This is an optimization exercise on Yosys and OpenROAD, whose aim is small area, not a production implementation. Only simulation tests tie the RTL to the original design; equivalence was not proved. No activity file was given, so power comes from the tool's default toggle rates.

$ cat design/flow/config.mk
export PLATFORM = sky130hd
export DESIGN_NAME = intercepte
export DESIGN_NICKNAME = intercepte
export VERILOG_FILES = /design/flow/design.v
export SDC_FILE = /design/flow/constraint.sdc
export NUM_CORES = 4
export LEC_CHECK = 0
export CAP_MARGIN = 20
export CORE_MARGIN = 2
export CORE_UTILIZATION = 40
export SLEW_MARGIN = 20
$ cat design/flow/constraint.sdc
create_clock -name core_clock -period 20.0 [get_ports {clk50}]
set_input_delay 4.0000 -clock core_clock [delete_from_list [all_inputs] [get_ports {clk50}]]
set_output_delay 4.0000 -clock core_clock [all_outputs]
set_load 0.01 [all_outputs]
$ cat design/flow/run.sh
#!/bin/bash
# synth_recipe.tcl (not shown) runs the flow's synth.tcl, then flattens the netlist and writes it again
# the make line also repeats each setting of config.mk as NAME=value (left out here)
make -C /OpenROAD-flow-scripts/flow DESIGN_CONFIG=/design/flow/config.mk WORK_HOME=/design/flow/orfs CLKGATE_MAP_FILE= SYNTH_SCRIPT=/design/flow/synth_recipe.tcl finish
$ cat design/flow/design.v
module clk_div
  (
  input clk, reset,                     
  output reg clkOut                     
  );
  parameter NclkDIV= 50000000;           
  reg  [31:0] ckConta;                  
  always @(posedge clk or negedge reset)   
    begin
    if (!reset)                         
      begin
      ckConta <= 32'b0;                 
      clkOut <= 'b0;                    
      end
    else if (ckConta==NclkDIV)          
      begin
      ckConta <= 32'b0;                 
      clkOut <= ~clkOut;                
      end
    else                                
      ckConta <= ckConta + 'b1;         
    end
endmodule
module clk_div_10
  (
  input clk, reset,                     
  output reg clkOut                     
  );
  parameter NclkDIV= 5000000;           
  reg  [31:0] ckConta;                  
  always @(posedge clk or negedge reset)   
    begin
    if (!reset)                         
      begin
      ckConta <= 32'b0;                 
      clkOut <= 'b0;                    
      end
    else if (ckConta==NclkDIV)          
      begin
      ckConta <= 32'b0;                 
      clkOut <= ~clkOut;                
      end
    else                                
      ckConta <= ckConta + 'b1;         
    end
endmodule
module clk_div_5
  (
  input clk, reset,                     
  output reg clkOut                     
  );
  parameter NclkDIV= 10000000;           
  reg  [31:0] ckConta;                  
  always @(posedge clk or negedge reset)   
    begin
    if (!reset)                         
      begin
      ckConta <= 32'b0;                 
      clkOut <= 'b0;                    
      end
    else if (ckConta==NclkDIV)          
      begin
      ckConta <= 32'b0;                 
      clkOut <= ~clkOut;                
      end
    else                                
      ckConta <= ckConta + 'b1;         
    end
endmodule
module intercepte 
(
input clk50, reset,								 
input start, pause, fire,						 
input [NCHV-1:0] ChvCode,						 
output LEDGameOver,								 
output LEDPause1, LEDPause2,					 
output reg [SZGR-1:0] SR_GR,					 
output reg [SZRD-1:0] SR_RD,					 
output reg[6:0] DscM,							 
output reg[6:0] DscC,							 
output reg[6:0] DscD,							 
output reg[6:0] DscU,							 
output reg [6:0] DcrD,							 
output reg [6:0] DcrU							 
 ); 
parameter SZRD = 18;                 		 
parameter SZGR = 8;                  		 
parameter TIME_DEB = 32'd100; 		 
parameter TIME_FIRE = 32'd50; 		 
parameter TIPO_DISPLAY = 0;          		 
parameter NCHV = 8;                  		 
parameter NBITS_CHV = (NCHV<2)? 1: (NCHV<4)? 2: (NCHV<8)? 3:(NCHV<16)? 4: (NCHV<32)? 5: 6;
reg [2:0]Zout;
wire clk1Hz, clk5Hz, clk10Hz;
reg  clk1Hz_d, clk5Hz_d, clk10Hz_d;   		 
wire rise1  = clk1Hz  & ~clk1Hz_d;
wire rise5  = clk5Hz  & ~clk5Hz_d;
wire rise10 = clk10Hz & ~clk10Hz_d;
wire fall10 = ~clk10Hz & clk10Hz_d;
wire en_RD  = rise5  & Zout[0];      		 
wire en_GR  = rise10 & Zout[0];      		 
wire en_SC  = fall10 & Zout[0];      		 
wire en_CRN = rise1  & Zout[0];      		 
always @(posedge clk50 or negedge reset)
begin
	if (!reset)
	begin
		clk1Hz_d <= 1'b0;
		clk5Hz_d <= 1'b0;
		clk10Hz_d <= 1'b0;
	end
	else
	begin
		clk1Hz_d <= clk1Hz;
		clk5Hz_d <= clk5Hz;
		clk10Hz_d <= clk10Hz;
	end
end
assign LEDGameOver = Zout[2];        		 
assign LEDPause1 = Zout[1];          		 
assign LEDPause2 = Zout[1];          		 
reg [31:0] Cnt_start, Cnt_pause, Cnt_fire;
reg stb_start, stb_pause, stb_fire;
reg [2:0] Estado;                    		 
parameter INICIAL=0, JOGANDO=1, PAUSE=2, PAUSE1=3, PAUSE2=4, GAMEOVER=5;
always @ (posedge clk50 or negedge reset) 
begin
	if (!reset)                  				 
	begin
		Estado <= INICIAL;        				 
		Zout <= 3'b000;							 
	end
	else
	begin
	case (Estado)									 
		INICIAL:										 
		begin
			Zout <= 3'b000;						 
			if (stb_start == 'b1)				 
				Estado <= JOGANDO;
			else 
				Estado <= INICIAL;				 
		end
		JOGANDO:										 
		begin
			Zout <= 3'b011;						 
			if (stb_pause == 'b1)				 
				Estado <= PAUSE;
			else if ((crU == 4'b0) && (crD == 4'b0))  
				Estado <= GAMEOVER;
				else
					Estado <= JOGANDO;				 
		end
		PAUSE:										 
		begin
			Zout <= 3'b000;						 
			if (stb_pause == 'b1)				 
				Estado <= PAUSE;
			else
				Estado <= PAUSE1;					 
		end
		PAUSE1:										 
		begin
			if (stb_pause == 'b0)				 
				Estado <= PAUSE1;
			else
				Estado <= PAUSE2;					 
		end
		PAUSE2:										 
		begin
			if (stb_pause == 'b1)				 
				Estado <= PAUSE2;
			else
				Estado <= JOGANDO;				 
		end
		GAMEOVER:									 
		begin
			Estado <= GAMEOVER;					 
			Zout <= 3'b100;							 
		end          
		default:
			Estado <= INICIAL;					 
	endcase
	end
end
reg [3:0] counter1;            
reg invert_flag;              
reg [7:0] ChvCode_inv;        
always @(*) begin
	ChvCode_inv = ~ChvCode;  
end
always @(posedge clk50 or negedge reset)
begin
	if (!reset)
	begin
		SR_RD <= 18'b0;
		counter1 <= 4'b0;
		invert_flag <= 1'b0;
	end
	else if (en_RD)
	begin
		if (invert_flag == 1'b0)
		begin
			if (counter1 < NCHV)
			begin
				SR_RD <= SR_RD >> 1;
				SR_RD [17]<= ChvCode[counter1];
				counter1 <= counter1 + 1;
			end
			else
			begin
				invert_flag <= 1'b1;
				counter1 <= 4'b0;
			end
		end
		else if (invert_flag == 1'b1)
		begin
			if (counter1 < NCHV)
			begin
				SR_RD <= SR_RD >> 1;
				SR_RD [17]<= ChvCode_inv[counter1];
				counter1 <= counter1 + 1;
			end
			else
			begin
				invert_flag <= 1'b0;
				counter1 <= 4'b0;
			end
		end
	end
end
always @(posedge clk50 or negedge reset)
begin
	if (!reset)
		SR_GR <= 8'b0;
	else if (en_GR)
	begin
		SR_GR <= SR_GR << 1;
		SR_GR[0] <= stb_fire;
	end
end                        
clk_div #( .NclkDIV (249)) ckDv1		 
  (                                    		 
  .clk    ( clk50 ),                   		 
  .reset  ( reset),                    		 
  .clkOut ( clk1Hz )                   		 
  );
 clk_div_10 #( .NclkDIV (24)) ckDv10	 
  (                                    		 
  .clk    ( clk50 ),                   		 
  .reset  ( reset),                    		 
  .clkOut ( clk10Hz )                  		 
  );
  clk_div_5 #( .NclkDIV (49)) ckDv5	 
  (                                    		 
  .clk    ( clk50 ),                   		 
  .reset  ( reset),                    		 
  .clkOut ( clk5Hz )                   		 
  );
reg [3:0] crU;
reg [3:0] crD;
always@(posedge clk50 or negedge reset)
begin
	if(reset == 0) 
	begin
		crU <= 4'd9;
		crD <= 4'd5;
	end
	else if(en_CRN && crU > 4'd0)
	begin
		crU <= crU-4'd1;
	end
		else if(en_CRN && crD == 0)
		begin
			crD <=4'd0;
			crU <=4'd0;
		end
			else if(en_CRN)
			begin
				crD <= crD - 4'd1;
				crU <= 4'd9;
	end
end
always @(posedge clk50 or negedge reset)
begin
	if (!reset)
		DcrU <= 7'b0010000;
	else if (rise1)
	case(crU)                    
      4'b0000: DcrU <= 7'b1000000;
      4'b0001: DcrU <= 7'b1111001;
      4'b0010: DcrU <= 7'b0100100;
      4'b0011: DcrU <= 7'b0110000;
      4'b0100: DcrU <= 7'b0011001;
      4'b0101: DcrU <= 7'b0010010;
      4'b0110: DcrU <= 7'b0000010;
      4'b0111: DcrU <= 7'b1111000;
      4'b1000: DcrU <= 7'b0000000;
      4'b1001: DcrU <= 7'b0010000;
		default: DcrU <= 7'b0111111;
	endcase
end
always @(posedge clk50 or negedge reset)
begin
	if (!reset)
		DcrD <= 7'b0010010;
	else if (rise1)
	case(crD)                    
		4'b0000: DcrD <= 7'b1000000;
		4'b0001: DcrD <= 7'b1111001;
		4'b0010: DcrD <= 7'b0100100;
		4'b0011: DcrD <= 7'b0110000;
		4'b0100: DcrD <= 7'b0011001;
      4'b0101: DcrD <= 7'b0010010;
      4'b0110: DcrD <= 7'b0000010;
      4'b0111: DcrD <= 7'b1111000;
      4'b1000: DcrD <= 7'b0000000;
      4'b1001: DcrD <= 7'b0010000;
      default: DcrD <= 7'b0111111;
   endcase
end 
reg [3:0] scrM;
reg [3:0] scrC;
reg [3:0] scrD;
reg [3:0] scrU;
reg signed [15:0] score, temp_score;       
always @(posedge clk50 or negedge reset)
begin
	if (!reset)
		begin
			score <= 0;     
		end
	else if (en_SC && (SR_GR[7] == 'b1) && (SR_RD[0] == 'b1))  
		begin
			score <= score + 50;   
		end
	else if (en_SC && (SR_GR[7] == 'b1) && (SR_RD[0] == 'b0))  
		begin
			score <= score - 5;   
		end
	else if (en_SC && (SR_GR[7] == 'b0) && (SR_RD[0] == 'b1))
		begin
				score <= score - 5;   
		end
end
parameter MAXSCORE_MIL = 9999;
reg [1:0] estados_score;
always @(posedge clk50 or negedge reset)
begin
	if (!reset)
		begin
			temp_score <= 0;
			estados_score <= 2'b00;     
			scrM <= 4'd0;
			scrC <= 4'd0;
			scrD <= 4'd0;
			scrU <= 4'd0;
		end	
    else if (score >= MAXSCORE_MIL && estados_score == 2'b00)
		begin
			temp_score <= 9999;
			estados_score <= 2'b01;
		end
	else if (score < 0 && estados_score == 2'b00)
			begin
				temp_score <= 0;
				estados_score <= 2'b01;
			end
	else if (estados_score == 2'b00)
		begin
			temp_score <= score;
			estados_score <= 2'b01;
		end
	else if (estados_score == 2'b01)
		begin
        scrM <= (temp_score / 16'sd1000);     
		  scrC <= (temp_score % 16'sd1000) / 16'sd100;
		  scrD <= (temp_score % 16'sd100) / 16'sd10;
		  scrU <= (temp_score % 16'sd10);
		  estados_score <= 2'b10;
		end
	else if (estados_score == 2'b10)
		estados_score <= 2'b00;
end
always @(posedge clk50 or negedge reset)
begin
	if (!reset)
		DscM <= 7'b1000000;
	else
	case(scrM)                    
      4'b0000: DscM <= 7'b1000000;
      4'b0001: DscM <= 7'b1111001;
      4'b0010: DscM <= 7'b0100100;
      4'b0011: DscM <= 7'b0110000;
      4'b0100: DscM <= 7'b0011001;
      4'b0101: DscM <= 7'b0010010;
      4'b0110: DscM <= 7'b0000010;
      4'b0111: DscM <= 7'b1111000;
      4'b1000: DscM <= 7'b0000000;
      4'b1001: DscM <= 7'b0010000;
      default: DscM <= 7'b0111111;
	endcase
end
always @(posedge clk50 or negedge reset)
begin
	if (!reset)
		DscC <= 7'b1000000;
	else
	case(scrC)                    
      4'b0000: DscC <= 7'b1000000;
      4'b0001: DscC <= 7'b1111001;
      4'b0010: DscC <= 7'b0100100;
      4'b0011: DscC <= 7'b0110000;
      4'b0100: DscC <= 7'b0011001;
      4'b0101: DscC <= 7'b0010010;
      4'b0110: DscC <= 7'b0000010;
      4'b0111: DscC <= 7'b1111000;
      4'b1000: DscC <= 7'b0000000;
      4'b1001: DscC <= 7'b0010000;
      default: DscC <= 7'b0111111;
	endcase
	end
always @(posedge clk50 or negedge reset)
begin
	if (!reset)
		DscD <= 7'b1000000;
	else
	case(scrD)                    
      4'b0000: DscD <= 7'b1000000;
      4'b0001: DscD <= 7'b1111001;
      4'b0010: DscD <= 7'b0100100;
      4'b0011: DscD <= 7'b0110000;
      4'b0100: DscD <= 7'b0011001;
      4'b0101: DscD <= 7'b0010010;
      4'b0110: DscD <= 7'b0000010;
      4'b0111: DscD <= 7'b1111000;
      4'b1000: DscD <= 7'b0000000;
      4'b1001: DscD <= 7'b0010000;
      default: DscD <= 7'b0111111;
	endcase
end
always @(posedge clk50 or negedge reset)
begin
	if (!reset)
		DscU <= 7'b1000000;
	else
	case(scrU)                    
      4'b0000: DscU <= 7'b1000000;
      4'b0001: DscU <= 7'b1111001;
      4'b0010: DscU <= 7'b0100100;
      4'b0011: DscU <= 7'b0110000;
      4'b0100: DscU <= 7'b0011001;
      4'b0101: DscU <= 7'b0010010;
      4'b0110: DscU <= 7'b0000010;
      4'b0111: DscU <= 7'b1111000;
      4'b1000: DscU <= 7'b0000000;
      4'b1001: DscU <= 7'b0010000;
      default: DscU <= 7'b0111111;
	endcase
end
reg [1:0] stt_fired;									 
always @(posedge clk50 or negedge reset)		 
begin
	if (reset=='b0)									 
	begin
		Cnt_fire <= 32'b0;							 
		stb_fire <= 'b0;								 
		stt_fired <= 2'b00;							 
	end
	else													 
	begin													 
		if ((fire=='b0) && (stt_fired==2'b00))	 
		begin
			stt_fired <= 2'b01;						 
			stb_fire <= 'b1;							 
			Cnt_fire <= TIME_FIRE;					 
		end
		else if ((Cnt_fire > 0) && (stt_fired==2'b01))
		begin
			Cnt_fire <= Cnt_fire - 1;				 
		end
			else if ((Cnt_fire == 0) && (stt_fired==2'b01))
			begin
				stt_fired <= 2'b10;					 
				stb_fire <= 'b0;						 
			end
				else if ((fire=='b1) && (stt_fired==2'b10))  
				begin
					stt_fired <= 2'b11;				 
					Cnt_fire <= TIME_FIRE;			 
				end
					else if ((Cnt_fire > 0) && (stt_fired==2'b11))
					begin
						Cnt_fire <= Cnt_fire - 1;		 
					end
						else if ((Cnt_fire == 0) && (stt_fired==2'b11))
						begin
							stt_fired <= 2'b00;			 
						end
		end
end
always @(posedge clk50 or negedge reset) 
begin
	if (reset=='b0)										 
	begin
		Cnt_start <= TIME_DEB;							 
		stb_start <= 'b0;									 
	end
	else														 
	begin
		if ((start=='b0) && (stb_start=='b0))		 
			stb_start <= 'b1;              			 
		else if ((stb_start=='b1) && (Cnt_start>32'b0))  
			Cnt_start <= Cnt_start-1;     			 
			else if ((start=='b1) && (Cnt_start==32'b0))  
			begin
				Cnt_start <= TIME_DEB;					 
				stb_start <= 'b0;							 
			end
	end
end
always @(posedge clk50 or negedge reset) 
begin
	if (reset=='b0)										 
	begin
		Cnt_pause <= TIME_DEB;							 
		stb_pause <= 'b0;									 
	end
	else														 
	begin
		if ((pause=='b0) && (stb_pause=='b0))		 
			stb_pause <= 'b1;								 
			else if ((stb_pause=='b1) && (Cnt_pause>32'b0))  
				Cnt_pause <= Cnt_pause-1;				 
				else if ((pause=='b1) && (Cnt_pause==32'b0))  
				begin
					Cnt_pause <= TIME_DEB;				 
					stb_pause <= 'b0;						 
				end
	end
end
endmodule
==> results.py <==
metrics = {
    "setup_path": {
        "r2r.worst_path.cells": 36,
        "crit_path_end_kind": "flip-flop",
        "worstReg2RegEnd": "scrD[2]",
        "rr_startpoint": "temp_score[0]",
        "critical_path.startpoint_type": "flip-flop",
        "setup.worst_path.class": "flip-flop to flip-flop",
        "critical_path_peak_fanout": 14,
        "cp_slowest_cell": "sky130_fd_sc_hd__xor2_1",
        "worst-endpoint-arrival_ps": 12090,
        "cpPeakStageDelay_ps": 810,
        "required_ps": 20390,
        "reg2reg_slack_ps": 8300,
        "crit_path_frequent_cell": "sky130_fd_sc_hd__nor2_1",
    },
    "power": {
        "power_frac_seq_pct": 46.0,
        "switching_share_pct": 27.0,
        "power_report.internal_total_uw": 1280,
        "peakVddDrop_v": 0.0000670,
        "clkPwrFrac_pct": 42.1,
        "power.density_nw_per_um2": 68.4,
        "cellLeakagePower_uw": 0.0111,
        "combinational_power_share_pct": 11.9,
        "total_power_uw": 1750,
        "power.net_switching_uw": 475,
    },
    "sta": {
        "final_critical_path_setup_slack_ps": 8300,
        "setup_viol": 0,
        "relative_slew_slack_pct": 27.3,
        "setup_total_negative_slack_ps": 0,
        "final_number_of_max_transition_violations": 0,
        "unrepaired_setup_endpoints_after_global_routing": "false",
        "min_period_ps": 11700,
        "fmaxAchievable_mhz": 85.5,
        "hold_violations": 0,
        "final.setup_skew_ps": 34.0,
        "timing_worst_slew_pin_value_ps": 1090,
        "period_share_pct": 58.5,
    },
    "yosys": {
        "dominantRegCellSynth": "sky130_fd_sc_hd__dfrtp_1",
        "synth_most_common_cell": "sky130_fd_sc_hd__dfrtp_1",
        "yosysTopAreaCell": "sky130_fd_sc_hd__dfrtp_1",
        "total_standard_cell_area_after_synthesis_sq_um": 22800,
        "synth.lib_cells_used.distinct": 135,
        "synth_fp_nets": 2609,
        "yosys_warnings": 4,
        "postSynthCellCount": 2538,
        "avgSynthCellArea_sq_um": 8.98,
        "synth_enable_flop_cells": 0,
        "ys_top_cells_by_area": "sky130_fd_sc_hd__dfrtp_1, sky130_fd_sc_hd__xnor2_1, sky130_fd_sc_hd__nor2_1",
        "synthArstFlopShare_pct": 100,
        "synth-seq-cells": 339,
        "synth_top_cell_area_share_pct": 35.4,
        "synth_seq_area_share_pct": 37.3,
        "synth_commonest_cells": "sky130_fd_sc_hd__dfrtp_1, sky130_fd_sc_hd__nor2_1, sky130_fd_sc_hd__nand2_1",
    },
    "cts": {
        "postCtsSetupRepairBufs": 0,
        "numClockSinks": 339,
        "clock_root_buffer": "sky130_fd_sc_hd__clkbuf_16",
        "cts_buffer_depth": 3,
        "worst_setup_hold_path_clk_slew_ps": 60,
        "clkLatencyLatePin_ps": 570,
        "cts-htree-levels": 2,
        "tritoncts": "yes",
        "cts.repair.resized": 0,
        "cts-hold-fix-buffers": 0,
        "tritoncts.num_buffers": 40,
    },
    "floorplan": {
        "ioPinCount": 84,
        "num_rows": 87,
        "design.die.area_sq_um": 58900,
        "floorplan.initialDensity_pct": 40.4,
        "design.core.area_sq_um": 56400,
        "chipWidth_um": 243,
        "die-height_um": 243,
    },
    "routing": {
        "detail_route.first_pass.iterations": 5,
        "drt_drc": 0,
        "routed_wl_um": 52500,
        "drt_first_iter_violations": 1243,
        "route.vias.total": 19100,
        "route.detailed.vias_per_inst": 5.68,
        "detail_route.wl_per_cell_um": 15.6,
        "drt_antenna_net_count": 0,
    },
    "placement": {
        "gp_weighted_congestion": 0.877,
        "port-buffer-count": 83,
        "dpl.hpwl_um": 36900,
        "place_worst_setup_slack_ps": 8490,
    },
    "status": {
        "status": "complete, no violations",
    },
    "worst_hold_path": {
        "hold_path_depth": 0,
        "hold_path_end": "clk5Hz_d",
        "holdCritStartpoint": "ckDv5.clkOut",
        "hold_path.class": "flip-flop to flip-flop",
    },
    "global_route": {
        "grt_first_pass_wirelength_um": 89800,
        "grt_max_degree": 110,
        "grt_remaining_overflow": 0,
        "antenna_found_initial": 0,
        "total_routing_usage_reported_by_global_routing_pct": 17.6,
        "grt_pass1_vias": 18600,
    },
    "finish": {
        "antenna_cells_inserted": 0,
        "drive_above_1_share_pct": 9.66,
        "multiInputGateArea_sq_um": 13600,
        "fillCellCount": 5458,
        "regArea_sq_um": 8500,
        "area.growth.synth_to_final_pct": 12.6,
        "num-nets-final": 2649,
    },
    "flow_run": {
        "timing.max_cap.violations": 0,
    },
}
[cell usage in the layout, fill, tap and decap left out, drive strengths merged, types with 25 or more instances in the layout]
| cell | Yosys | layout |
|---|---|---|
| xor2 | 89 | 89 |
| ha | 58 | 58 |
| xnor2 | 163 | 163 |
| nand4 | 48 | 48 |
| a31oi | 35 | 35 |
| nand3 | 96 | 96 |
| nor2 | 251 | 251 |
| o21ai | 161 | 161 |
| buf | 34 | 26 |
| nand2b | 30 | 30 |
| a211oi | 25 | 25 |
| and2 | 31 | 31 |
| dfrtp | 322 | 322 |
| mux2i | 35 | 35 |
| mux2 | 38 | 38 |
| nand2 | 247 | 247 |
| a21oi | 120 | 120 |
| clkdlybuf4s50 | 0 | 82 |
| or2 | 25 | 25 |
| and3 | 29 | 29 |
| inv | 67 | 68 |
| nor3 | 82 | 82 |
| o31ai | 33 | 33 |
| clkbuf | 76 | 58 |
| nor4 | 61 | 61 |
[registers in the layout, summed over array words and instances (netlist names), 3 cells and up]
register,flops
Cnt_fire,32
Cnt_pause,32
Cnt_start,32
DcrD,7
DcrU,7
DscC,7
DscD,7
DscM,7
DscU,7
Estado,3
SR_GR,8
SR_RD,18
ckDv1.ckConta,32
ckDv10.ckConta,32
ckDv5.ckConta,32
counter1,4
crD,4
crU,4
score,16
scrC,4
scrD,4
scrM,4
scrU,4
temp_score,16
[final cells by class]
| cell class | instances | share of cell area (%) |
|---|---|---|
| Clock inverter | 14 | 0.834 |
| Inverter | 69 | 1.01 |
| Clock buffer | 58 | 4.40 |
| Tap cell | 756 | 3.69 |
| Timing Repair Buffer | 108 | 4.00 |
| Multi-Input combinational cell | 2020 | 52.9 |
| Sequential cell | 339 | 33.1 |
[per-layer routing]
layer	part of all wire [%]	global-route usage, %
met4	2.5	5.72
met3	4.6	2.79
met5	0	0
met1	47	24.3
met2	45	28.2
[power by group through the flow]
stage               logic, uW  registers (uW)  clock network [uW]
finish                    209             808                 738
global route              244             818                 793
CTS                       211             808                 764
detailed placement        210             819                   0
global placement          203             816                   0
floorplan                 158             803                   0
[how the worst max path moves through the flow]
stage             startpoint       to  slack (ps)  cells past startpoint
3_5_place_dp   temp_score[0]  scrD[2]        8490                     36
2_1_floorplan  temp_score[0]  scrC[1]       10580                     42
5_1_grt        temp_score[0]  scrD[3]        7190                     36
6_report       temp_score[0]  scrD[2]        8300                     36
4_1_cts        temp_score[0]  scrD[2]        8420                     36
3_3_place_gp   temp_score[0]  scrD[2]        8820                     36
[cells by family after synthesis]
kind of cell | Yosys count | synth area share (%)
AO/OA/AOI/OAI | 628 | 20.4
XOR/XNOR | 252 | 9.83
adder cells (fa/ha/maj) | 65 | 3.50
buffers and inverters | 179 | 3.34
flip-flops | 339 | 37.3
multiplexers | 76 | 3.71
AND/OR/NAND/NOR | 999 | 21.9
[through the flow]
step	instance area (sq um)	utilization (%)	instances	hold slack [ps]
finish	25700	45.5	3364	426
global route	25700	45.5	3364	449
CTS	25600	45.5	3364	429
detailed placement	24300	43.1	3292	417
global placement	24300	43.1	3292	412
floorplan	22800	-	2538	392
[critical path, delay by kind of cell (launching register included)]
kind | cells | cell delay (ps)
buffers and inverters | 2 | 300
and+or+nand+nor | 10 | 2740
adders and majority gates | 2 | 520
AOI/OAI and AO/OA | 18 | 5810
muxes | 1 | 350
xor gates and xnor gates | 3 | 1370
DFF | 1 | 450

[port drivers added, routing unchanged]
The results above use ideal ports. As a check the final layout listed here was re-extracted and re-timed, cells and wires unchanged.
Step 1 assumes that a clkbuf_16 drives the clock port and a buf_2 every other input.
Step 2 times the ports against the registers' clock, not the clock port: input delays grow and output delays shrink by t, the midpoint of the rising clock arrivals with the driver on.
Slacks: no drivers / after step 1 / after step 2; pairs: no drivers / after step 1.
shift t [ns]: 0.605
setup slack, ns: 8.300 / 8.300 / 8.300
worst setup path after step 2: register to register
After both steps setup and hold are still met in this run. The setup slack of this run moves by 0.000 ns with the drivers and by 0.000 ns with both steps.
